From an optimization exercise on the open Yosys and OpenROAD flow, aimed at small area and a short achievable clock period; shortcuts taken in it are not production practice.
No run shown here included a check of the RTL's function; only the layout flow was run.

==> flow/design.v, too long to show whole: its modules and the start of the top module <==
// module ROTATING_VECTORING: 3175 lines
module ROTATING_VECTORING(clk, xi, yi, xf, yf);
  // ...
==> flow/run.sh <==
#!/bin/bash
# synth_recipe.tcl (not shown) runs the flow's synth.tcl, then flattens the netlist and writes it again
# the make line also repeats each setting of config.mk as NAME=value (left out here)
make -C /OpenROAD-flow-scripts/flow DESIGN_CONFIG=/design/flow/config.mk WORK_HOME=/design/flow/orfs CLKGATE_MAP_FILE= SYNTH_SCRIPT=/design/flow/synth_recipe.tcl finish
==> flow/config.mk <==
export PLATFORM = sky130hd
export DESIGN_NAME = ROTATING_VECTORING
export DESIGN_NICKNAME = ROTATING_VECTORING
export VERILOG_FILES = /design/flow/design.v
export SDC_FILE = /design/flow/constraint.sdc
export NUM_CORES = 4
export LEC_CHECK = 0
export CAP_MARGIN = 20
export CORE_MARGIN = 2
export CORE_UTILIZATION = 40
export SLEW_MARGIN = 20
==> flow/constraint.sdc <==
create_clock -name core_clock -period 8.0 [get_ports {clk}]
set_input_delay 1.6000 -clock core_clock [delete_from_list [all_inputs] [get_ports {clk}]]
set_output_delay 1.6000 -clock core_clock [all_outputs]
set_load 0.01 [all_outputs]
==> metrics.md, run 1 <==
| Metric | Value |
|---|---|
| Initial antenna violation count | 0 |
| M3 GR Usage | 1.94% |
| Antenna cells | 0 |
| Mapped Cells | 2807 |
| Most area-consuming cells after synthesis | dfxtp_1, fa_1, ha_1, xnor2_1, xor2_1 |
| Signal buf overhead | 2.15% |
| Crit path from | ve0 |
| # hold bufs at CTS | 0 |
| Invs w/o clock | 385 |
| Setup WS post-layout | 3.37 ns |
| Synth async-reset ratio | 0% |
| Die W | 278 um |
| Max_cap viols | 0 |
| Final Slew Violations | 0 |
| Simple-gate share of the synthesized area | 4.89% |
| Reg area | 9630 um2 |
| Worst Skew | 0.0299 ns |
| IO Count | 65 |
| Most Frequent Cell on Critical Path | fa_1 |
| CP Class | reg2reg |
| Fillers | 6886 |
| CP Capture Point | vx2[13] |
| Largest family of logic cells by synthesized area | adder cells |
| TNS Setup | 0 ns |
| Yosys top cell area share | 32.1% |
| Worst R2R Start | ve0 |
| Seq Cell Count | 481 |
| Die ar. | 77300 um2 |
| Area of the multi-input gates | 18700 um2 |
| RSZ-0062 raised after global routing | no |
| Synthesized flop and latch total | 481 |
| Layout Cells excl Fill | 3885 |
| Number of clock sinks | 481 |
| Netlist cell types | 75 |
| GR Util All Layers | 15.7% |
| Met1 GRT Util | 17.7% |
| Synth area leader | dfxtp_1 |
| Hold Crit Start | vE5[3] |
| WP data arrival | 5.11 ns |
| Status | complete, no violations |
==> run 2: changes to the inputs <==
--- a/flow/design.v
+++ b/flow/design.v
@@ -33,67 +33,113 @@
   wire ad1_g10_0 = xi[10] & (yi[10] ^ ad1_m);
   wire ad1_g11_0 = xi[11] & (yi[11] ^ ad1_m);
   wire ad1_g12_0 = xi[12] & (yi[12] ^ ad1_m);
   wire ad1_g13_0 = xi[13] & (yi[13] ^ ad1_m);
   wire ad1_g14_0 = xi[14] & (yi[14] ^ ad1_m);
   wire ad1_g15_0 = xi[15] & (yi[15] ^ ad1_m);
   wire ad1_g1_1 = ad1_g1_0 | (ad1_p1 & ad1_g0_0);
   wire ad1_pp1_1 = ad1_p1 & ad1_p0;
+  wire ad1_g2_1 = ad1_g2_0 | (ad1_p2 & ad1_g1_0);
+  wire ad1_pp2_1 = ad1_p2 & ad1_p1;
   wire ad1_g3_1 = ad1_g3_0 | (ad1_p3 & ad1_g2_0);
   wire ad1_pp3_1 = ad1_p3 & ad1_p2;
+  wire ad1_g4_1 = ad1_g4_0 | (ad1_p4 & ad1_g3_0);
+  wire ad1_pp4_1 = ad1_p4 & ad1_p3;
   wire ad1_g5_1 = ad1_g5_0 | (ad1_p5 & ad1_g4_0);
   wire ad1_pp5_1 = ad1_p5 & ad1_p4;
+  wire ad1_g6_1 = ad1_g6_0 | (ad1_p6 & ad1_g5_0);
+  wire ad1_pp6_1 = ad1_p6 & ad1_p5;
   wire ad1_g7_1 = ad1_g7_0 | (ad1_p7 & ad1_g6_0);
   wire ad1_pp7_1 = ad1_p7 & ad1_p6;
+  wire ad1_g8_1 = ad1_g8_0 | (ad1_p8 & ad1_g7_0);
+  wire ad1_pp8_1 = ad1_p8 & ad1_p7;
   wire ad1_g9_1 = ad1_g9_0 | (ad1_p9 & ad1_g8_0);
   wire ad1_pp9_1 = ad1_p9 & ad1_p8;
+  wire ad1_g10_1 = ad1_g10_0 | (ad1_p10 & ad1_g9_0);
+  wire ad1_pp10_1 = ad1_p10 & ad1_p9;
   wire ad1_g11_1 = ad1_g11_0 | (ad1_p11 & ad1_g10_0);
   wire ad1_pp11_1 = ad1_p11 & ad1_p10;
+  wire ad1_g12_1 = ad1_g12_0 | (ad1_p12 & ad1_g11_0);
+  wire ad1_pp12_1 = ad1_p12 & ad1_p11;
   wire ad1_g13_1 = ad1_g13_0 | (ad1_p13 & ad1_g12_0);
   wire ad1_pp13_1 = ad1_p13 & ad1_p12;
+  wire ad1_g14_1 = ad1_g14_0 | (ad1_p14 & ad1_g13_0);
+  wire ad1_pp14_1 = ad1_p14 & ad1_p13;
   wire ad1_g15_1 = ad1_g15_0 | (ad1_p15 & ad1_g14_0);
   wire ad1_pp15_1 = ad1_p15 & ad1_p14;
+  wire ad1_g2_2 = ad1_g2_1 | (ad1_pp2_1 & ad1_g0_0);
+  wire ad1_pp2_2 = ad1_pp2_1 & ad1_p0;
   wire ad1_g3_2 = ad1_g3_1 | (ad1_pp3_1 & ad1_g1_1);
   wire ad1_pp3_2 = ad1_pp3_1 & ad1_pp1_1;
+  wire ad1_g4_2 = ad1_g4_1 | (ad1_pp4_1 & ad1_g2_1);
+  wire ad1_pp4_2 = ad1_pp4_1 & ad1_pp2_1;
+  wire ad1_g5_2 = ad1_g5_1 | (ad1_pp5_1 & ad1_g3_1);
+  wire ad1_pp5_2 = ad1_pp5_1 & ad1_pp3_1;
+  wire ad1_g6_2 = ad1_g6_1 | (ad1_pp6_1 & ad1_g4_1);
+  wire ad1_pp6_2 = ad1_pp6_1 & ad1_pp4_1;
   wire ad1_g7_2 = ad1_g7_1 | (ad1_pp7_1 & ad1_g5_1);
   wire ad1_pp7_2 = ad1_pp7_1 & ad1_pp5_1;
+  wire ad1_g8_2 = ad1_g8_1 | (ad1_pp8_1 & ad1_g6_1);
+  wire ad1_pp8_2 = ad1_pp8_1 & ad1_pp6_1;
+  wire ad1_g9_2 = ad1_g9_1 | (ad1_pp9_1 & ad1_g7_1);
+  wire ad1_pp9_2 = ad1_pp9_1 & ad1_pp7_1;
+  wire ad1_g10_2 = ad1_g10_1 | (ad1_pp10_1 & ad1_g8_1);
+  wire ad1_pp10_2 = ad1_pp10_1 & ad1_pp8_1;
   wire ad1_g11_2 = ad1_g11_1 | (ad1_pp11_1 & ad1_g9_1);
   wire ad1_pp11_2 = ad1_pp11_1 & ad1_pp9_1;
+  wire ad1_g12_2 = ad1_g12_1 | (ad1_pp12_1 & ad1_g10_1);
+  wire ad1_pp12_2 = ad1_pp12_1 & ad1_pp10_1;
+  wire ad1_g13_2 = ad1_g13_1 | (ad1_pp13_1 & ad1_g11_1);
+  wire ad1_pp13_2 = ad1_pp13_1 & ad1_pp11_1;
+  wire ad1_g14_2 = ad1_g14_1 | (ad1_pp14_1 & ad1_g12_1);
+  wire ad1_pp14_2 = ad1_pp14_1 & ad1_pp12_1;
   wire ad1_g15_2 = ad1_g15_1 | (ad1_pp15_1 & ad1_g13_1);
   wire ad1_pp15_2 = ad1_pp15_1 & ad1_pp13_1;
+  wire ad1_g4_3 = ad1_g4_2 | (ad1_pp4_2 & ad1_g0_0);
+  wire ad1_pp4_3 = ad1_pp4_2 & ad1_p0;
+  wire ad1_g5_3 = ad1_g5_2 | (ad1_pp5_2 & ad1_g1_1);
+  wire ad1_pp5_3 = ad1_pp5_2 & ad1_pp1_1;
+  wire ad1_g6_3 = ad1_g6_2 | (ad1_pp6_2 & ad1_g2_2);
+  wire ad1_pp6_3 = ad1_pp6_2 & ad1_pp2_2;
   wire ad1_g7_3 = ad1_g7_2 | (ad1_pp7_2 & ad1_g3_2);
   wire ad1_pp7_3 = ad1_pp7_2 & ad1_pp3_2;
+  wire ad1_g8_3 = ad1_g8_2 | (ad1_pp8_2 & ad1_g4_2);
+  wire ad1_pp8_3 = ad1_pp8_2 & ad1_pp4_2;
+  wire ad1_g9_3 = ad1_g9_2 | (ad1_pp9_2 & ad1_g5_2);
+  wire ad1_pp9_3 = ad1_pp9_2 & ad1_pp5_2;
+  wire ad1_g10_3 = ad1_g10_2 | (ad1_pp10_2 & ad1_g6_2);
+  wire ad1_pp10_3 = ad1_pp10_2 & ad1_pp6_2;
+  wire ad1_g11_3 = ad1_g11_2 | (ad1_pp11_2 & ad1_g7_2);
+  wire ad1_pp11_3 = ad1_pp11_2 & ad1_pp7_2;
+  wire ad1_g12_3 = ad1_g12_2 | (ad1_pp12_2 & ad1_g8_2);
+  wire ad1_pp12_3 = ad1_pp12_2 & ad1_pp8_2;
+  wire ad1_g13_3 = ad1_g13_2 | (ad1_pp13_2 & ad1_g9_2);
+  wire ad1_pp13_3 = ad1_pp13_2 & ad1_pp9_2;
+  wire ad1_g14_3 = ad1_g14_2 | (ad1_pp14_2 & ad1_g10_2);
+  wire ad1_pp14_3 = ad1_pp14_2 & ad1_pp10_2;
   wire ad1_g15_3 = ad1_g15_2 | (ad1_pp15_2 & ad1_g11_2);
   wire ad1_pp15_3 = ad1_pp15_2 & ad1_pp11_2;
+  wire ad1_g8_4 = ad1_g8_3 | (ad1_pp8_3 & ad1_g0_0);
+  wire ad1_pp8_4 = ad1_pp8_3 & ad1_p0;
+  wire ad1_g9_4 = ad1_g9_3 | (ad1_pp9_3 & ad1_g1_1);
+  wire ad1_pp9_4 = ad1_pp9_3 & ad1_pp1_1;
+  wire ad1_g10_4 = ad1_g10_3 | (ad1_pp10_3 & ad1_g2_2);
+  wire ad1_pp10_4 = ad1_pp10_3 & ad1_pp2_2;
+  wire ad1_g11_4 = ad1_g11_3 | (ad1_pp11_3 & ad1_g3_2);
+  wire ad1_pp11_4 = ad1_pp11_3 & ad1_pp3_2;
+  wire ad1_g12_4 = ad1_g12_3 | (ad1_pp12_3 & ad1_g4_3);
+  wire ad1_pp12_4 = ad1_pp12_3 & ad1_pp4_3;
+  wire ad1_g13_4 = ad1_g13_3 | (ad1_pp13_3 & ad1_g5_3);
+  wire ad1_pp13_4 = ad1_pp13_3 & ad1_pp5_3;
+  wire ad1_g14_4 = ad1_g14_3 | (ad1_pp14_3 & ad1_g6_3);
+  wire ad1_pp14_4 = ad1_pp14_3 & ad1_pp6_3;
   wire ad1_g15_4 = ad1_g15_3 | (ad1_pp15_3 & ad1_g7_3);
   wire ad1_pp15_4 = ad1_pp15_3 & ad1_pp7_3;
-  wire ad1_g11_5 = ad1_g11_2 | (ad1_pp11_2 & ad1_g7_3);
-  wire ad1_pp11_5 = ad1_pp11_2 & ad1_pp7_3;
-  wire ad1_g5_6 = ad1_g5_1 | (ad1_pp5_1 & ad1_g3_2);
-  wire ad1_pp5_6 = ad1_pp5_1 & ad1_pp3_2;
-  wire ad1_g9_6 = ad1_g9_1 | (ad1_pp9_1 & ad1_g7_3);
-  wire ad1_pp9_6 = ad1_pp9_1 & ad1_pp7_3;
-  wire ad1_g13_6 = ad1_g13_1 | (ad1_pp13_1 & ad1_g11_5);
-  wire ad1_pp13_6 = ad1_pp13_1 & ad1_pp11_5;
-  wire ad1_g2_7 = ad1_g2_0 | (ad1_p2 & ad1_g1_1);
-  wire ad1_pp2_7 = ad1_p2 & ad1_pp1_1;
-  wire ad1_g4_7 = ad1_g4_0 | (ad1_p4 & ad1_g3_2);
-  wire ad1_pp4_7 = ad1_p4 & ad1_pp3_2;
-  wire ad1_g6_7 = ad1_g6_0 | (ad1_p6 & ad1_g5_6);
-  wire ad1_pp6_7 = ad1_p6 & ad1_pp5_6;
-  wire ad1_g8_7 = ad1_g8_0 | (ad1_p8 & ad1_g7_3);
-  wire ad1_pp8_7 = ad1_p8 & ad1_pp7_3;
-  wire ad1_g10_7 = ad1_g10_0 | (ad1_p10 & ad1_g9_6);
-  wire ad1_pp10_7 = ad1_p10 & ad1_pp9_6;
-  wire ad1_g12_7 = ad1_g12_0 | (ad1_p12 & ad1_g11_5);
-  wire ad1_pp12_7 = ad1_p12 & ad1_pp11_5;
-  wire ad1_g14_7 = ad1_g14_0 | (ad1_p14 & ad1_g13_6);
-  wire ad1_pp14_7 = ad1_p14 & ad1_pp13_6;
-  wire [15:0] ad1 = {(ad1_p15 ^ ad1_g14_7), (ad1_p14 ^ ad1_g13_6), (ad1_p13 ^ ad1_g12_7), (ad1_p12 ^ ad1_g11_5), (ad1_p11 ^ ad1_g10_7), (ad1_p10 ^ ad1_g9_6), (ad1_p9 ^ ad1_g8_7), (ad1_p8 ^ ad1_g7_3), (ad1_p7 ^ ad1_g6_7), (ad1_p6 ^ ad1_g5_6), (ad1_p5 ^ ad1_g4_7), (ad1_p4 ^ ad1_g3_2), (ad1_p3 ^ ad1_g2_7), (ad1_p2 ^ ad1_g1_1), (ad1_p1 ^ ad1_g0_0), (ad1_p0 ^ (1'b0 ^ ad1_m))};
+  wire [15:0] ad1 = {(ad1_p15 ^ ad1_g14_4), (ad1_p14 ^ ad1_g13_4), (ad1_p13 ^ ad1_g12_4), (ad1_p12 ^ ad1_g11_4), (ad1_p11 ^ ad1_g10_4), (ad1_p10 ^ ad1_g9_4), (ad1_p9 ^ ad1_g8_4), (ad1_p8 ^ ad1_g7_3), (ad1_p7 ^ ad1_g6_3), (ad1_p6 ^ ad1_g5_3), (ad1_p5 ^ ad1_g4_3), (ad1_p4 ^ ad1_g3_2), (ad1_p3 ^ ad1_g2_2), (ad1_p2 ^ ad1_g1_1), (ad1_p1 ^ ad1_g0_0), (ad1_p0 ^ (1'b0 ^ ad1_m))};
   wire ad2_m = ~(1'b0);
   wire ad2_p0 = xi[0] ^ (yi[0] ^ ad2_m);
   wire ad2_p1 = xi[1] ^ (yi[1] ^ ad2_m);
   wire ad2_p2 = xi[2] ^ (yi[2] ^ ad2_m);
   wire ad2_p3 = xi[3] ^ (yi[3] ^ ad2_m);
   wire ad2_p4 = xi[4] ^ (yi[4] ^ ad2_m);
   wire ad2_p5 = xi[5] ^ (yi[5] ^ ad2_m);
   wire ad2_p6 = xi[6] ^ (yi[6] ^ ad2_m);
@@ -119,67 +165,113 @@
   wire ad2_g10_0 = xi[10] & (yi[10] ^ ad2_m);
   wire ad2_g11_0 = xi[11] & (yi[11] ^ ad2_m);
   wire ad2_g12_0 = xi[12] & (yi[12] ^ ad2_m);
   wire ad2_g13_0 = xi[13] & (yi[13] ^ ad2_m);
   wire ad2_g14_0 = xi[14] & (yi[14] ^ ad2_m);
   wire ad2_g15_0 = xi[15] & (yi[15] ^ ad2_m);
   wire ad2_g1_1 = ad2_g1_0 | (ad2_p1 & ad2_g0_0);
   wire ad2_pp1_1 = ad2_p1 & ad2_p0;
+  wire ad2_g2_1 = ad2_g2_0 | (ad2_p2 & ad2_g1_0);
+  wire ad2_pp2_1 = ad2_p2 & ad2_p1;
   wire ad2_g3_1 = ad2_g3_0 | (ad2_p3 & ad2_g2_0);
   wire ad2_pp3_1 = ad2_p3 & ad2_p2;
+  wire ad2_g4_1 = ad2_g4_0 | (ad2_p4 & ad2_g3_0);
+  wire ad2_pp4_1 = ad2_p4 & ad2_p3;
   wire ad2_g5_1 = ad2_g5_0 | (ad2_p5 & ad2_g4_0);
   wire ad2_pp5_1 = ad2_p5 & ad2_p4;
+  wire ad2_g6_1 = ad2_g6_0 | (ad2_p6 & ad2_g5_0);
+  wire ad2_pp6_1 = ad2_p6 & ad2_p5;
   wire ad2_g7_1 = ad2_g7_0 | (ad2_p7 & ad2_g6_0);
   wire ad2_pp7_1 = ad2_p7 & ad2_p6;
+  wire ad2_g8_1 = ad2_g8_0 | (ad2_p8 & ad2_g7_0);
+  wire ad2_pp8_1 = ad2_p8 & ad2_p7;
   wire ad2_g9_1 = ad2_g9_0 | (ad2_p9 & ad2_g8_0);
   wire ad2_pp9_1 = ad2_p9 & ad2_p8;
+  wire ad2_g10_1 = ad2_g10_0 | (ad2_p10 & ad2_g9_0);
+  wire ad2_pp10_1 = ad2_p10 & ad2_p9;
   wire ad2_g11_1 = ad2_g11_0 | (ad2_p11 & ad2_g10_0);
   wire ad2_pp11_1 = ad2_p11 & ad2_p10;
+  wire ad2_g12_1 = ad2_g12_0 | (ad2_p12 & ad2_g11_0);
+  wire ad2_pp12_1 = ad2_p12 & ad2_p11;
   wire ad2_g13_1 = ad2_g13_0 | (ad2_p13 & ad2_g12_0);
   wire ad2_pp13_1 = ad2_p13 & ad2_p12;
+  wire ad2_g14_1 = ad2_g14_0 | (ad2_p14 & ad2_g13_0);
+  wire ad2_pp14_1 = ad2_p14 & ad2_p13;
   wire ad2_g15_1 = ad2_g15_0 | (ad2_p15 & ad2_g14_0);
   wire ad2_pp15_1 = ad2_p15 & ad2_p14;
+  wire ad2_g2_2 = ad2_g2_1 | (ad2_pp2_1 & ad2_g0_0);
+  wire ad2_pp2_2 = ad2_pp2_1 & ad2_p0;
   wire ad2_g3_2 = ad2_g3_1 | (ad2_pp3_1 & ad2_g1_1);
   wire ad2_pp3_2 = ad2_pp3_1 & ad2_pp1_1;
+  wire ad2_g4_2 = ad2_g4_1 | (ad2_pp4_1 & ad2_g2_1);
+  wire ad2_pp4_2 = ad2_pp4_1 & ad2_pp2_1;
+  wire ad2_g5_2 = ad2_g5_1 | (ad2_pp5_1 & ad2_g3_1);
+  wire ad2_pp5_2 = ad2_pp5_1 & ad2_pp3_1;
+  wire ad2_g6_2 = ad2_g6_1 | (ad2_pp6_1 & ad2_g4_1);
+  wire ad2_pp6_2 = ad2_pp6_1 & ad2_pp4_1;
   wire ad2_g7_2 = ad2_g7_1 | (ad2_pp7_1 & ad2_g5_1);
   wire ad2_pp7_2 = ad2_pp7_1 & ad2_pp5_1;
+  wire ad2_g8_2 = ad2_g8_1 | (ad2_pp8_1 & ad2_g6_1);
+  wire ad2_pp8_2 = ad2_pp8_1 & ad2_pp6_1;
+  wire ad2_g9_2 = ad2_g9_1 | (ad2_pp9_1 & ad2_g7_1);
+  wire ad2_pp9_2 = ad2_pp9_1 & ad2_pp7_1;
+  wire ad2_g10_2 = ad2_g10_1 | (ad2_pp10_1 & ad2_g8_1);
+  wire ad2_pp10_2 = ad2_pp10_1 & ad2_pp8_1;
   wire ad2_g11_2 = ad2_g11_1 | (ad2_pp11_1 & ad2_g9_1);
   wire ad2_pp11_2 = ad2_pp11_1 & ad2_pp9_1;
+  wire ad2_g12_2 = ad2_g12_1 | (ad2_pp12_1 & ad2_g10_1);
+  wire ad2_pp12_2 = ad2_pp12_1 & ad2_pp10_1;
+  wire ad2_g13_2 = ad2_g13_1 | (ad2_pp13_1 & ad2_g11_1);
+  wire ad2_pp13_2 = ad2_pp13_1 & ad2_pp11_1;
+  wire ad2_g14_2 = ad2_g14_1 | (ad2_pp14_1 & ad2_g12_1);
+  wire ad2_pp14_2 = ad2_pp14_1 & ad2_pp12_1;
   wire ad2_g15_2 = ad2_g15_1 | (ad2_pp15_1 & ad2_g13_1);
   wire ad2_pp15_2 = ad2_pp15_1 & ad2_pp13_1;
+  wire ad2_g4_3 = ad2_g4_2 | (ad2_pp4_2 & ad2_g0_0);
+  wire ad2_pp4_3 = ad2_pp4_2 & ad2_p0;
+  wire ad2_g5_3 = ad2_g5_2 | (ad2_pp5_2 & ad2_g1_1);
+  wire ad2_pp5_3 = ad2_pp5_2 & ad2_pp1_1;
+  wire ad2_g6_3 = ad2_g6_2 | (ad2_pp6_2 & ad2_g2_2);
+  wire ad2_pp6_3 = ad2_pp6_2 & ad2_pp2_2;
   wire ad2_g7_3 = ad2_g7_2 | (ad2_pp7_2 & ad2_g3_2);
   wire ad2_pp7_3 = ad2_pp7_2 & ad2_pp3_2;
+  wire ad2_g8_3 = ad2_g8_2 | (ad2_pp8_2 & ad2_g4_2);
+  wire ad2_pp8_3 = ad2_pp8_2 & ad2_pp4_2;
+  wire ad2_g9_3 = ad2_g9_2 | (ad2_pp9_2 & ad2_g5_2);
+  wire ad2_pp9_3 = ad2_pp9_2 & ad2_pp5_2;
+  wire ad2_g10_3 = ad2_g10_2 | (ad2_pp10_2 & ad2_g6_2);
+  wire ad2_pp10_3 = ad2_pp10_2 & ad2_pp6_2;
+  wire ad2_g11_3 = ad2_g11_2 | (ad2_pp11_2 & ad2_g7_2);
+  wire ad2_pp11_3 = ad2_pp11_2 & ad2_pp7_2;
+  wire ad2_g12_3 = ad2_g12_2 | (ad2_pp12_2 & ad2_g8_2);
+  wire ad2_pp12_3 = ad2_pp12_2 & ad2_pp8_2;
+  wire ad2_g13_3 = ad2_g13_2 | (ad2_pp13_2 & ad2_g9_2);
+  wire ad2_pp13_3 = ad2_pp13_2 & ad2_pp9_2;
+  wire ad2_g14_3 = ad2_g14_2 | (ad2_pp14_2 & ad2_g10_2);
+  wire ad2_pp14_3 = ad2_pp14_2 & ad2_pp10_2;
   wire ad2_g15_3 = ad2_g15_2 | (ad2_pp15_2 & ad2_g11_2);
   wire ad2_pp15_3 = ad2_pp15_2 & ad2_pp11_2;
+  wire ad2_g8_4 = ad2_g8_3 | (ad2_pp8_3 & ad2_g0_0);
+  wire ad2_pp8_4 = ad2_pp8_3 & ad2_p0;
+  wire ad2_g9_4 = ad2_g9_3 | (ad2_pp9_3 & ad2_g1_1);
+  wire ad2_pp9_4 = ad2_pp9_3 & ad2_pp1_1;
+  wire ad2_g10_4 = ad2_g10_3 | (ad2_pp10_3 & ad2_g2_2);
+  wire ad2_pp10_4 = ad2_pp10_3 & ad2_pp2_2;
+  wire ad2_g11_4 = ad2_g11_3 | (ad2_pp11_3 & ad2_g3_2);
+  wire ad2_pp11_4 = ad2_pp11_3 & ad2_pp3_2;
+  wire ad2_g12_4 = ad2_g12_3 | (ad2_pp12_3 & ad2_g4_3);
+  wire ad2_pp12_4 = ad2_pp12_3 & ad2_pp4_3;
+  wire ad2_g13_4 = ad2_g13_3 | (ad2_pp13_3 & ad2_g5_3);
+  wire ad2_pp13_4 = ad2_pp13_3 & ad2_pp5_3;
+  wire ad2_g14_4 = ad2_g14_3 | (ad2_pp14_3 & ad2_g6_3);
+  wire ad2_pp14_4 = ad2_pp14_3 & ad2_pp6_3;
   wire ad2_g15_4 = ad2_g15_3 | (ad2_pp15_3 & ad2_g7_3);
   wire ad2_pp15_4 = ad2_pp15_3 & ad2_pp7_3;
-  wire ad2_g11_5 = ad2_g11_2 | (ad2_pp11_2 & ad2_g7_3);
-  wire ad2_pp11_5 = ad2_pp11_2 & ad2_pp7_3;
-  wire ad2_g5_6 = ad2_g5_1 | (ad2_pp5_1 & ad2_g3_2);
-  wire ad2_pp5_6 = ad2_pp5_1 & ad2_pp3_2;
-  wire ad2_g9_6 = ad2_g9_1 | (ad2_pp9_1 & ad2_g7_3);
-  wire ad2_pp9_6 = ad2_pp9_1 & ad2_pp7_3;
-  wire ad2_g13_6 = ad2_g13_1 | (ad2_pp13_1 & ad2_g11_5);
-  wire ad2_pp13_6 = ad2_pp13_1 & ad2_pp11_5;
-  wire ad2_g2_7 = ad2_g2_0 | (ad2_p2 & ad2_g1_1);
-  wire ad2_pp2_7 = ad2_p2 & ad2_pp1_1;
-  wire ad2_g4_7 = ad2_g4_0 | (ad2_p4 & ad2_g3_2);
-  wire ad2_pp4_7 = ad2_p4 & ad2_pp3_2;
-  wire ad2_g6_7 = ad2_g6_0 | (ad2_p6 & ad2_g5_6);
-  wire ad2_pp6_7 = ad2_p6 & ad2_pp5_6;
-  wire ad2_g8_7 = ad2_g8_0 | (ad2_p8 & ad2_g7_3);
-  wire ad2_pp8_7 = ad2_p8 & ad2_pp7_3;
-  wire ad2_g10_7 = ad2_g10_0 | (ad2_p10 & ad2_g9_6);
-  wire ad2_pp10_7 = ad2_p10 & ad2_pp9_6;
-  wire ad2_g12_7 = ad2_g12_0 | (ad2_p12 & ad2_g11_5);
-  wire ad2_pp12_7 = ad2_p12 & ad2_pp11_5;
-  wire ad2_g14_7 = ad2_g14_0 | (ad2_p14 & ad2_g13_6);
-  wire ad2_pp14_7 = ad2_p14 & ad2_pp13_6;
-  wire [15:0] ad2 = {(ad2_p15 ^ ad2_g14_7), (ad2_p14 ^ ad2_g13_6), (ad2_p13 ^ ad2_g12_7), (ad2_p12 ^ ad2_g11_5), (ad2_p11 ^ ad2_g10_7), (ad2_p10 ^ ad2_g9_6), (ad2_p9 ^ ad2_g8_7), (ad2_p8 ^ ad2_g7_3), (ad2_p7 ^ ad2_g6_7), (ad2_p6 ^ ad2_g5_6), (ad2_p5 ^ ad2_g4_7), (ad2_p4 ^ ad2_g3_2), (ad2_p3 ^ ad2_g2_7), (ad2_p2 ^ ad2_g1_1), (ad2_p1 ^ ad2_g0_0), (ad2_p0 ^ (1'b0 ^ ad2_m))};
+  wire [15:0] ad2 = {(ad2_p15 ^ ad2_g14_4), (ad2_p14 ^ ad2_g13_4), (ad2_p13 ^ ad2_g12_4), (ad2_p12 ^ ad2_g11_4), (ad2_p11 ^ ad2_g10_4), (ad2_p10 ^ ad2_g9_4), (ad2_p9 ^ ad2_g8_4), (ad2_p8 ^ ad2_g7_3), (ad2_p7 ^ ad2_g6_3), (ad2_p6 ^ ad2_g5_3), (ad2_p5 ^ ad2_g4_3), (ad2_p4 ^ ad2_g3_2), (ad2_p3 ^ ad2_g2_2), (ad2_p2 ^ ad2_g1_1), (ad2_p1 ^ ad2_g0_0), (ad2_p0 ^ (1'b0 ^ ad2_m))};
   wire ad3_m = ~(1'b0);
   wire ad3_p0 = yi[0] ^ (xi[0] ^ ad3_m);
   wire ad3_p1 = yi[1] ^ (xi[1] ^ ad3_m);
   wire ad3_p2 = yi[2] ^ (xi[2] ^ ad3_m);
   wire ad3_p3 = yi[3] ^ (xi[3] ^ ad3_m);
   wire ad3_p4 = yi[4] ^ (xi[4] ^ ad3_m);
   wire ad3_p5 = yi[5] ^ (xi[5] ^ ad3_m);
   wire ad3_p6 = yi[6] ^ (xi[6] ^ ad3_m);
@@ -205,67 +297,113 @@
   wire ad3_g10_0 = yi[10] & (xi[10] ^ ad3_m);
   wire ad3_g11_0 = yi[11] & (xi[11] ^ ad3_m);
   wire ad3_g12_0 = yi[12] & (xi[12] ^ ad3_m);
   wire ad3_g13_0 = yi[13] & (xi[13] ^ ad3_m);
   wire ad3_g14_0 = yi[14] & (xi[14] ^ ad3_m);
   wire ad3_g15_0 = yi[15] & (xi[15] ^ ad3_m);
   wire ad3_g1_1 = ad3_g1_0 | (ad3_p1 & ad3_g0_0);
   wire ad3_pp1_1 = ad3_p1 & ad3_p0;
+  wire ad3_g2_1 = ad3_g2_0 | (ad3_p2 & ad3_g1_0);
+  wire ad3_pp2_1 = ad3_p2 & ad3_p1;
   wire ad3_g3_1 = ad3_g3_0 | (ad3_p3 & ad3_g2_0);
   wire ad3_pp3_1 = ad3_p3 & ad3_p2;
+  wire ad3_g4_1 = ad3_g4_0 | (ad3_p4 & ad3_g3_0);
+  wire ad3_pp4_1 = ad3_p4 & ad3_p3;
   wire ad3_g5_1 = ad3_g5_0 | (ad3_p5 & ad3_g4_0);
   wire ad3_pp5_1 = ad3_p5 & ad3_p4;
+  wire ad3_g6_1 = ad3_g6_0 | (ad3_p6 & ad3_g5_0);
+  wire ad3_pp6_1 = ad3_p6 & ad3_p5;
   wire ad3_g7_1 = ad3_g7_0 | (ad3_p7 & ad3_g6_0);
   wire ad3_pp7_1 = ad3_p7 & ad3_p6;
+  wire ad3_g8_1 = ad3_g8_0 | (ad3_p8 & ad3_g7_0);
+  wire ad3_pp8_1 = ad3_p8 & ad3_p7;
   wire ad3_g9_1 = ad3_g9_0 | (ad3_p9 & ad3_g8_0);
   wire ad3_pp9_1 = ad3_p9 & ad3_p8;
+  wire ad3_g10_1 = ad3_g10_0 | (ad3_p10 & ad3_g9_0);
+  wire ad3_pp10_1 = ad3_p10 & ad3_p9;
   wire ad3_g11_1 = ad3_g11_0 | (ad3_p11 & ad3_g10_0);
   wire ad3_pp11_1 = ad3_p11 & ad3_p10;
+  wire ad3_g12_1 = ad3_g12_0 | (ad3_p12 & ad3_g11_0);
+  wire ad3_pp12_1 = ad3_p12 & ad3_p11;
   wire ad3_g13_1 = ad3_g13_0 | (ad3_p13 & ad3_g12_0);
   wire ad3_pp13_1 = ad3_p13 & ad3_p12;
+  wire ad3_g14_1 = ad3_g14_0 | (ad3_p14 & ad3_g13_0);
+  wire ad3_pp14_1 = ad3_p14 & ad3_p13;
   wire ad3_g15_1 = ad3_g15_0 | (ad3_p15 & ad3_g14_0);
   wire ad3_pp15_1 = ad3_p15 & ad3_p14;
+  wire ad3_g2_2 = ad3_g2_1 | (ad3_pp2_1 & ad3_g0_0);
+  wire ad3_pp2_2 = ad3_pp2_1 & ad3_p0;
   wire ad3_g3_2 = ad3_g3_1 | (ad3_pp3_1 & ad3_g1_1);
   wire ad3_pp3_2 = ad3_pp3_1 & ad3_pp1_1;
+  wire ad3_g4_2 = ad3_g4_1 | (ad3_pp4_1 & ad3_g2_1);
+  wire ad3_pp4_2 = ad3_pp4_1 & ad3_pp2_1;
+  wire ad3_g5_2 = ad3_g5_1 | (ad3_pp5_1 & ad3_g3_1);
+  wire ad3_pp5_2 = ad3_pp5_1 & ad3_pp3_1;
+  wire ad3_g6_2 = ad3_g6_1 | (ad3_pp6_1 & ad3_g4_1);
+  wire ad3_pp6_2 = ad3_pp6_1 & ad3_pp4_1;
   wire ad3_g7_2 = ad3_g7_1 | (ad3_pp7_1 & ad3_g5_1);
   wire ad3_pp7_2 = ad3_pp7_1 & ad3_pp5_1;
+  wire ad3_g8_2 = ad3_g8_1 | (ad3_pp8_1 & ad3_g6_1);
+  wire ad3_pp8_2 = ad3_pp8_1 & ad3_pp6_1;
+  wire ad3_g9_2 = ad3_g9_1 | (ad3_pp9_1 & ad3_g7_1);
+  wire ad3_pp9_2 = ad3_pp9_1 & ad3_pp7_1;
+  wire ad3_g10_2 = ad3_g10_1 | (ad3_pp10_1 & ad3_g8_1);
+  wire ad3_pp10_2 = ad3_pp10_1 & ad3_pp8_1;
   wire ad3_g11_2 = ad3_g11_1 | (ad3_pp11_1 & ad3_g9_1);
   wire ad3_pp11_2 = ad3_pp11_1 & ad3_pp9_1;
+  wire ad3_g12_2 = ad3_g12_1 | (ad3_pp12_1 & ad3_g10_1);
+  wire ad3_pp12_2 = ad3_pp12_1 & ad3_pp10_1;
+  wire ad3_g13_2 = ad3_g13_1 | (ad3_pp13_1 & ad3_g11_1);
+  wire ad3_pp13_2 = ad3_pp13_1 & ad3_pp11_1;
+  wire ad3_g14_2 = ad3_g14_1 | (ad3_pp14_1 & ad3_g12_1);
+  wire ad3_pp14_2 = ad3_pp14_1 & ad3_pp12_1;
   wire ad3_g15_2 = ad3_g15_1 | (ad3_pp15_1 & ad3_g13_1);
   wire ad3_pp15_2 = ad3_pp15_1 & ad3_pp13_1;
+  wire ad3_g4_3 = ad3_g4_2 | (ad3_pp4_2 & ad3_g0_0);
+  wire ad3_pp4_3 = ad3_pp4_2 & ad3_p0;
+  wire ad3_g5_3 = ad3_g5_2 | (ad3_pp5_2 & ad3_g1_1);
+  wire ad3_pp5_3 = ad3_pp5_2 & ad3_pp1_1;
+  wire ad3_g6_3 = ad3_g6_2 | (ad3_pp6_2 & ad3_g2_2);
+  wire ad3_pp6_3 = ad3_pp6_2 & ad3_pp2_2;
   wire ad3_g7_3 = ad3_g7_2 | (ad3_pp7_2 & ad3_g3_2);
   wire ad3_pp7_3 = ad3_pp7_2 & ad3_pp3_2;
+  wire ad3_g8_3 = ad3_g8_2 | (ad3_pp8_2 & ad3_g4_2);
+  wire ad3_pp8_3 = ad3_pp8_2 & ad3_pp4_2;
+  wire ad3_g9_3 = ad3_g9_2 | (ad3_pp9_2 & ad3_g5_2);
+  wire ad3_pp9_3 = ad3_pp9_2 & ad3_pp5_2;
+  wire ad3_g10_3 = ad3_g10_2 | (ad3_pp10_2 & ad3_g6_2);
+  wire ad3_pp10_3 = ad3_pp10_2 & ad3_pp6_2;
+  wire ad3_g11_3 = ad3_g11_2 | (ad3_pp11_2 & ad3_g7_2);
+  wire ad3_pp11_3 = ad3_pp11_2 & ad3_pp7_2;
+  wire ad3_g12_3 = ad3_g12_2 | (ad3_pp12_2 & ad3_g8_2);
+  wire ad3_pp12_3 = ad3_pp12_2 & ad3_pp8_2;
+  wire ad3_g13_3 = ad3_g13_2 | (ad3_pp13_2 & ad3_g9_2);
+  wire ad3_pp13_3 = ad3_pp13_2 & ad3_pp9_2;
+  wire ad3_g14_3 = ad3_g14_2 | (ad3_pp14_2 & ad3_g10_2);
+  wire ad3_pp14_3 = ad3_pp14_2 & ad3_pp10_2;
   wire ad3_g15_3 = ad3_g15_2 | (ad3_pp15_2 & ad3_g11_2);
   wire ad3_pp15_3 = ad3_pp15_2 & ad3_pp11_2;
+  wire ad3_g8_4 = ad3_g8_3 | (ad3_pp8_3 & ad3_g0_0);
+  wire ad3_pp8_4 = ad3_pp8_3 & ad3_p0;
+  wire ad3_g9_4 = ad3_g9_3 | (ad3_pp9_3 & ad3_g1_1);
+  wire ad3_pp9_4 = ad3_pp9_3 & ad3_pp1_1;
+  wire ad3_g10_4 = ad3_g10_3 | (ad3_pp10_3 & ad3_g2_2);
+  wire ad3_pp10_4 = ad3_pp10_3 & ad3_pp2_2;
+  wire ad3_g11_4 = ad3_g11_3 | (ad3_pp11_3 & ad3_g3_2);
+  wire ad3_pp11_4 = ad3_pp11_3 & ad3_pp3_2;
+  wire ad3_g12_4 = ad3_g12_3 | (ad3_pp12_3 & ad3_g4_3);
+  wire ad3_pp12_4 = ad3_pp12_3 & ad3_pp4_3;
+  wire ad3_g13_4 = ad3_g13_3 | (ad3_pp13_3 & ad3_g5_3);
+  wire ad3_pp13_4 = ad3_pp13_3 & ad3_pp5_3;
+  wire ad3_g14_4 = ad3_g14_3 | (ad3_pp14_3 & ad3_g6_3);
+  wire ad3_pp14_4 = ad3_pp14_3 & ad3_pp6_3;
   wire ad3_g15_4 = ad3_g15_3 | (ad3_pp15_3 & ad3_g7_3);
   wire ad3_pp15_4 = ad3_pp15_3 & ad3_pp7_3;
-  wire ad3_g11_5 = ad3_g11_2 | (ad3_pp11_2 & ad3_g7_3);
-  wire ad3_pp11_5 = ad3_pp11_2 & ad3_pp7_3;
-  wire ad3_g5_6 = ad3_g5_1 | (ad3_pp5_1 & ad3_g3_2);
-  wire ad3_pp5_6 = ad3_pp5_1 & ad3_pp3_2;
-  wire ad3_g9_6 = ad3_g9_1 | (ad3_pp9_1 & ad3_g7_3);
-  wire ad3_pp9_6 = ad3_pp9_1 & ad3_pp7_3;
-  wire ad3_g13_6 = ad3_g13_1 | (ad3_pp13_1 & ad3_g11_5);
-  wire ad3_pp13_6 = ad3_pp13_1 & ad3_pp11_5;
-  wire ad3_g2_7 = ad3_g2_0 | (ad3_p2 & ad3_g1_1);
-  wire ad3_pp2_7 = ad3_p2 & ad3_pp1_1;
-  wire ad3_g4_7 = ad3_g4_0 | (ad3_p4 & ad3_g3_2);
-  wire ad3_pp4_7 = ad3_p4 & ad3_pp3_2;
-  wire ad3_g6_7 = ad3_g6_0 | (ad3_p6 & ad3_g5_6);
-  wire ad3_pp6_7 = ad3_p6 & ad3_pp5_6;
-  wire ad3_g8_7 = ad3_g8_0 | (ad3_p8 & ad3_g7_3);
-  wire ad3_pp8_7 = ad3_p8 & ad3_pp7_3;
-  wire ad3_g10_7 = ad3_g10_0 | (ad3_p10 & ad3_g9_6);
-  wire ad3_pp10_7 = ad3_p10 & ad3_pp9_6;
-  wire ad3_g12_7 = ad3_g12_0 | (ad3_p12 & ad3_g11_5);
-  wire ad3_pp12_7 = ad3_p12 & ad3_pp11_5;
-  wire ad3_g14_7 = ad3_g14_0 | (ad3_p14 & ad3_g13_6);
-  wire ad3_pp14_7 = ad3_p14 & ad3_pp13_6;
-  wire [15:0] ad3 = {(ad3_p15 ^ ad3_g14_7), (ad3_p14 ^ ad3_g13_6), (ad3_p13 ^ ad3_g12_7), (ad3_p12 ^ ad3_g11_5), (ad3_p11 ^ ad3_g10_7), (ad3_p10 ^ ad3_g9_6), (ad3_p9 ^ ad3_g8_7), (ad3_p8 ^ ad3_g7_3), (ad3_p7 ^ ad3_g6_7), (ad3_p6 ^ ad3_g5_6), (ad3_p5 ^ ad3_g4_7), (ad3_p4 ^ ad3_g3_2), (ad3_p3 ^ ad3_g2_7), (ad3_p2 ^ ad3_g1_1), (ad3_p1 ^ ad3_g0_0), (ad3_p0 ^ (1'b0 ^ ad3_m))};
+  wire [15:0] ad3 = {(ad3_p15 ^ ad3_g14_4), (ad3_p14 ^ ad3_g13_4), (ad3_p13 ^ ad3_g12_4), (ad3_p12 ^ ad3_g11_4), (ad3_p11 ^ ad3_g10_4), (ad3_p10 ^ ad3_g9_4), (ad3_p9 ^ ad3_g8_4), (ad3_p8 ^ ad3_g7_3), (ad3_p7 ^ ad3_g6_3), (ad3_p6 ^ ad3_g5_3), (ad3_p5 ^ ad3_g4_3), (ad3_p4 ^ ad3_g3_2), (ad3_p3 ^ ad3_g2_2), (ad3_p2 ^ ad3_g1_1), (ad3_p1 ^ ad3_g0_0), (ad3_p0 ^ (1'b0 ^ ad3_m))};
   wire dn1;
   wire c0_new_n10;
   wire c0_new_n11;
   wire c0_new_n12;
   wire c0_new_n13;
   wire c0_new_n14;
   wire c0_new_n15;
   wire c0_new_n16;
@@ -322,17 +460,17 @@
     rx1 <= ad2;
     ry1 <= ad1;
     vn1 <= ad3;
     ve0 <= yi[15];
     rd1 <= dn1;
   end
   wire [15:0] vx1 = ve0 ? rx1 : ry1;
   wire [15:0] vy1 = ve0 ? ry1 : vn1;
-  wire ve1 = vy1[15];
+  wire ve1 = ve0 ? ry1[15] : vn1[15];
   wire ad4_m = ~(~ve1);
   wire ad4_p0 = vx1[0] ^ (vy1[1] ^ ad4_m);
   wire ad4_p1 = vx1[1] ^ (vy1[2] ^ ad4_m);
   wire ad4_p2 = vx1[2] ^ (vy1[3] ^ ad4_m);
   wire ad4_p3 = vx1[3] ^ (vy1[4] ^ ad4_m);
   wire ad4_p4 = vx1[4] ^ (vy1[5] ^ ad4_m);
   wire ad4_p5 = vx1[5] ^ (vy1[6] ^ ad4_m);
   wire ad4_p6 = vx1[6] ^ (vy1[7] ^ ad4_m);
@@ -1215,20 +1353,24 @@
   wire ad13_pp8_7 = ad13_p8 & ad13_pp7_3;
   wire ad13_g10_7 = ad13_g10_0 | (ad13_p10 & ad13_g9_6);
   wire ad13_pp10_7 = ad13_p10 & ad13_pp9_6;
   wire ad13_g12_7 = ad13_g12_0 | (ad13_p12 & ad13_g11_5);
   wire ad13_pp12_7 = ad13_p12 & ad13_pp11_5;
   wire ad13_g14_7 = ad13_g14_0 | (ad13_p14 & ad13_g13_6);
   wire ad13_pp14_7 = ad13_p14 & ad13_pp13_6;
   wire [15:0] ad13 = {(ad13_p15 ^ ad13_g14_7), (ad13_p14 ^ ad13_g13_6), (ad13_p13 ^ ad13_g12_7), (ad13_p12 ^ ad13_g11_5), (ad13_p11 ^ ad13_g10_7), (ad13_p10 ^ ad13_g9_6), (ad13_p9 ^ ad13_g8_7), (ad13_p8 ^ ad13_g7_3), (ad13_p7 ^ ad13_g6_7), (ad13_p6 ^ ad13_g5_6), (ad13_p5 ^ ad13_g4_7), (ad13_p4 ^ ad13_g3_2), (ad13_p3 ^ ad13_g2_7), (ad13_p2 ^ ad13_g1_1), (ad13_p1 ^ ad13_g0_0), (ad13_p0 ^ ((vx5[15] & (|vx5[4:0])) ^ ad13_m))};
-  reg [15:0] vx6, vy6;
+  reg [15:6] vx6h;
+  reg vx6z;
+  reg [15:0] vy6;
+  wire [15:0] vx6 = {vx6h, 5'd0, vx6z};
   reg [5:0] vE6;    
   always @(posedge clk) begin
-    vx6 <= ad12;
+    vx6h <= ad12[15:6];
+    vx6z <= |ad12[5:0];
     vy6 <= ad13;
     vE6 <= {ve5, vE5};
   end
   wire ve6 = vy6[15];
   wire ad14_m = ~(ve6);
   wire ad14_p0 = vy6[0] ^ (vx6[6] ^ ad14_m);
   wire ad14_p1 = vy6[1] ^ (vx6[7] ^ ad14_m);
   wire ad14_p2 = vy6[2] ^ (vx6[8] ^ ad14_m);
==> flow/config.mk (replaced) <==
export PLATFORM = sky130hd
export DESIGN_NAME = ROTATING_VECTORING
export DESIGN_NICKNAME = ROTATING_VECTORING
export VERILOG_FILES = /design/flow/design.v
export SDC_FILE = /design/flow/constraint.sdc
export NUM_CORES = 4
export LEC_CHECK = 0
export ABC_AREA = 1
export CAP_MARGIN = 20
export CORE_MARGIN = 2
export CORE_UTILIZATION = 40
export SETUP_SLACK_MARGIN = 5
export SLEW_MARGIN = 20
==> metrics.md, run 2 <==
| Metric | Value |
|---|---|
| Worst R2R Start | ve0 (unchanged) |
| Reg area | 9590 um2 (was 9630 um2) |
| CP Class | reg2reg (unchanged) |
| M3 GR Usage | 1.98% (was 1.94%) |
| IO Count | 65 (unchanged) |
| CP max stage delay | 0.58 ns (was 0.86 ns) |
| Wire per inst | 14.2 um (was 15.2 um) |
| Count of nets after finishing | 3793 (was 3480) |
| # hold bufs at CTS | 0 (unchanged) |
| Startpoint Class | register (unchanged) |
| Max_slew headroom | 39.1% (was 25.9%) |
| Share of cells above drive strength 1 | 19.6% (was 5.42%) |
| Setup WS post-layout | 4.79 ns (was 3.37 ns) |
| Hold Crit Start | vE4[0] (was vE5[3]) |
| Clock Latency Late Sink | 0.62 ns (was 0.60 ns) |
| CP bufs+invs | 2 (unchanged) |
| Initial antenna violation count | 0 (unchanged) |
| GR Util All Layers | 15.8% (was 15.7%) |
| Met1 GRT Util | 18.6% (was 17.7%) |
| Detailed-router iteration count before antenna repair | 5 (unchanged) |
| Max_cap viols | 0 (unchanged) |
| Maximum clock rate | 0.311 GHz (was 0.216 GHz) |
| Final hold violations | 0 (unchanged) |
| Area of the multi-input gates | 19400 um2 (was 18700 um2) |
| RSZ-0062 raised after global routing | yes (was no) |
| Clock Path Buffers | 3 (unchanged) |
| GR peak layer | met2 (unchanged) |
| M2 GR Usage | 28.8% (was 29.6%) |
| Synthesized flop and latch total | 476 (was 481) |
| Die ar. | 76000 um2 (was 77300 um2) |
| CP max-delay cell | o21ai_0 (was a21oi_4) |
| Main synth FF type | dfxtp_1 (unchanged) |
| TNS Setup | 0 ns (unchanged) |
| Cts bufs inserted | 53 (was 54) |
| Synth cell count leaders | inv_1, dfxtp_1, ha_1 (was dfxtp_1, inv_1, ha_1) |
| CTS clk-pin slew, worst paths | 0.06 ns (about the same) |
| Hpwl dp | 45500 um (was 48900 um) |
| Synth area leader | dfxtp_1 (unchanged) |
| Area after DPL | 31200 um2 (was 31700 um2) |
| Synth Warn # | 1 (unchanged) |
| Synth async-reset ratio | 0% (unchanged) |
| Mapped Cells | 2990 (was 2807) |
| WP data arrival | 3.75 ns (was 5.11 ns) |
| Post-route cell area | 36300 um2 (was 33600 um2) |
| Hold WC Path Type | reg2reg (unchanged) |
| Least-Margin Pin Slew | 0.904 ns (was 1.11 ns) |
| H-Tree Depth | 2 (unchanged) |
| Largest net degree at the start of global routing | 32 (was 39) |
| Max FO, Critical Path | 16 (was 38) |
| Finished Core Util | 49.7% (was 45.1%) |
| Drt drc | 0 (unchanged) |
| Netlist cell types | 52 (was 75) |
| Final Cycle Share | 40.1% (was 57.8%) |
| Yosys top cell area share | 32.3% (was 32.1%) |
| Final setup viols | 0 (unchanged) |
| Number of flops mapped to enable cells by yosys | 0 (unchanged) |
| Vias | 19.5k (was 18.5k) |
| Initial DRC Count | 652 (was 573) |
| Most common cell in the synthesized netlist | inv_1 (was dfxtp_1) |
| Routability cong. | 0.880 (was 0.879) |
| Most frequent cells in the layout | inv_1, dfxtp_1, ha_1 (was dfxtp_1, inv_1, ha_1) |
| Critical path cell sequence | buf_6 -> o21ai_0 -> xor2_1 -> ha_1 -> a21o_1 -> a221oi_1 -> nand2_2 -> a31oi_4 -> o21ai_2 -> a21boi_2 -> fa_2 -> inv_1 (was buf_4 -> nor2b_1 -> a21oi_4 -> xor2_1 -> fa_1 -> inv_1 -> fa_1 -> a21o_1 -> a21o_1 -> a2111oi_4 -> nor2_1 -> nor4b_2 -> nor3_1 -> fa_1 -> xor2_1) |
| Die Height | 276 um (was 278 um) |
| Setup crit end kind | register (unchanged) |
| Most area-consuming cells after synthesis | dfxtp_1, ha_1, fa_1, xor2_1, xnor2_1 (was dfxtp_1, fa_1, ha_1, xnor2_1, xor2_1) |
| Commonest non-fill, non-tap cell in the layout | inv_1 (was dfxtp_1) |
| Syn avg cell area | 9.87 um2 (was 10.7 um2) |
| Initial core utilization | 40.4% (was 40.3%) |
| Dpl ws | 3.77 ns (was 3.22 ns) |
| Antenna Violating Nets Remaining | 0 (unchanged) |
| Crit path from | ve0 (unchanged) |
| Vias in the first global route | 19.9k (was 20.3k) |
| Core box area | 73000 um2 (was 74400 um2) |
| Synthesized area | 29500 um2 (was 30000 um2) |
| Min cycle time layout | 3.21 ns (was 4.63 ns) |
| Cell Rows | 99 (was 100) |
| Worst Skew | 0.0286 ns (was 0.0299 ns) |
| Final Slew Violations | 0 (unchanged) |
| Number of clock sinks | 476 (was 481) |
| Worst endpoint required time | 8.54 ns (was 8.48 ns) |
| Synthesis-to-finish area growth | 23.0% (was 11.8%) |
| Status | complete, no violations (unchanged) |
| Fillers | 6528 (was 6886) |
| Cell family with most CP delay | compound AO/OA/AOI/OAI gates (unchanged) |
| Final WL | 59900 um (was 59200 um) |
| Global-route wire length before repair | 97500 um (was 100000 um) |
| Port Buffers | 64 (unchanged) |
| Vias per inst | 4.65 (was 4.77) |
| Die W | 276 um (was 278 um) |
| Congestion Overflow GR | 0 (unchanged) |
| Root buf cell | clkbuf_16 (unchanged) |
| Antenna cells | 0 (unchanged) |
| Syn Nets | 3580 (was 3412) |
| CTS tree | built (unchanged) |
| Sequential area share after synthesis | 32.3% (was 32.1%) |
## run 2: cell types whose count changed after synthesis, moves of 47 or more
cell,delta
nand2_1,+183
o21a_1,-47
inv_1,+107
nand3_1,+49
a21o_1,-75
xor2_1,+50
## run 2: cell type report
class	instances	area share, %
multi-input combinational	1960	53.4
sequential	476	26.4
clock buffer	64	3.96
inverter	492	5.14
tap	959	3.31
timing repair buffer	220	5.97
clock inverter	35	1.75
## run 2: worst paths after layout
kind                                 to  slack (ns)  depth (start not counted)
worst min register to register   vE5[0]        0.31                          0
worst max-delay path            vy2[14]        4.79                         12
worst max register to register  vy2[14]        4.79                         12
worst min-delay path             vE5[0]        0.31                          0
## run 2: logic make-up (layout without fill, tap and decap cells)
kind of cell,Yosys count,in the layout,share of synthesized area (%)
and+or+nand+nor,453,453,6.55
adders and majority gates,557,557,29.0
buffers and inverters,555,811,7.44
DFF,476,476,32.3
AOI/OAI and AO/OA,415,416,8.91
xor gates and xnor gates,534,534,15.8
## run 2: what timing repair did
action                                  CTS  global route
pin swaps                                55           112
hold endpoints to repair                  0             0
endpoints found under the setup margin  198           148
gates cloned                              3             4
buffers inserted                         79            61
gates resized for setup                 276           212
## run 2: per-layer routing
metal | up-vias | share of wire, % | wire (um)
li1 | 9992 | - | -
met3 | 127 | 3.0 | 1770
met2 | 294 | 51 | 30400
met4 | 0 | 3.9 | 2360
met5 | - | 0 | 0
met1 | 9124 | 42 | 25300
## run 2: through the flow
stage | hold WS, ns | cells
global placement | 0.310 | 3960
CTS | 0.316 | 4141
detailed placement | 0.314 | 3960
finish | 0.310 | 4206
floorplan | 0.310 | 2990
global route | 0.328 | 4206
## run 2: worst register-to-register path, delay by kind of cell, from the launching register on
family                     cells  cell delay [ns]
xor gates and xnor gates       1             0.21
AOI/OAI and AO/OA              6             1.49
adders and majority gates      2             0.68
and+or+nand+nor                1             0.13
buffers and inverters          2             0.25
DFF                            1             0.39

-- separate check: timing with driven ports --
Ports are ideal in the flow. The routed layouts listed here were re-timed in OpenROAD. Step 1 (the two cells are an assumption about what drives the block):
set clk [get_ports {clk}]
set_driving_cell -lib_cell sky130_fd_sc_hd__clkbuf_16 $clk
set_driving_cell -lib_cell sky130_fd_sc_hd__buf_2 [delete_from_list [all_inputs] $clk]
Step 2 times the ports against the registers' clock, not the clock port: input delays grow and output delays shrink by t, the midpoint of the rising clock arrivals with the driver on. Three values: no drivers, after step 1, after step 2; two values: the first two.
| run | t (ns) | slack for setup (ns) | clock arrival spread, ns |
|---|---|---|---|
| run 1 | 0.655 | 3.374 / 3.374 / 3.262 | 0.033 / 0.033 |
| run 2 | 0.659 | 4.790 / 4.790 / 4.403 | 0.035 / 0.035 |
After both steps every run listed still meets setup and hold. For run 2, which loses most, drivers alone change the setup slack by 0.000 ns; drivers and shift together by -0.387 ns.
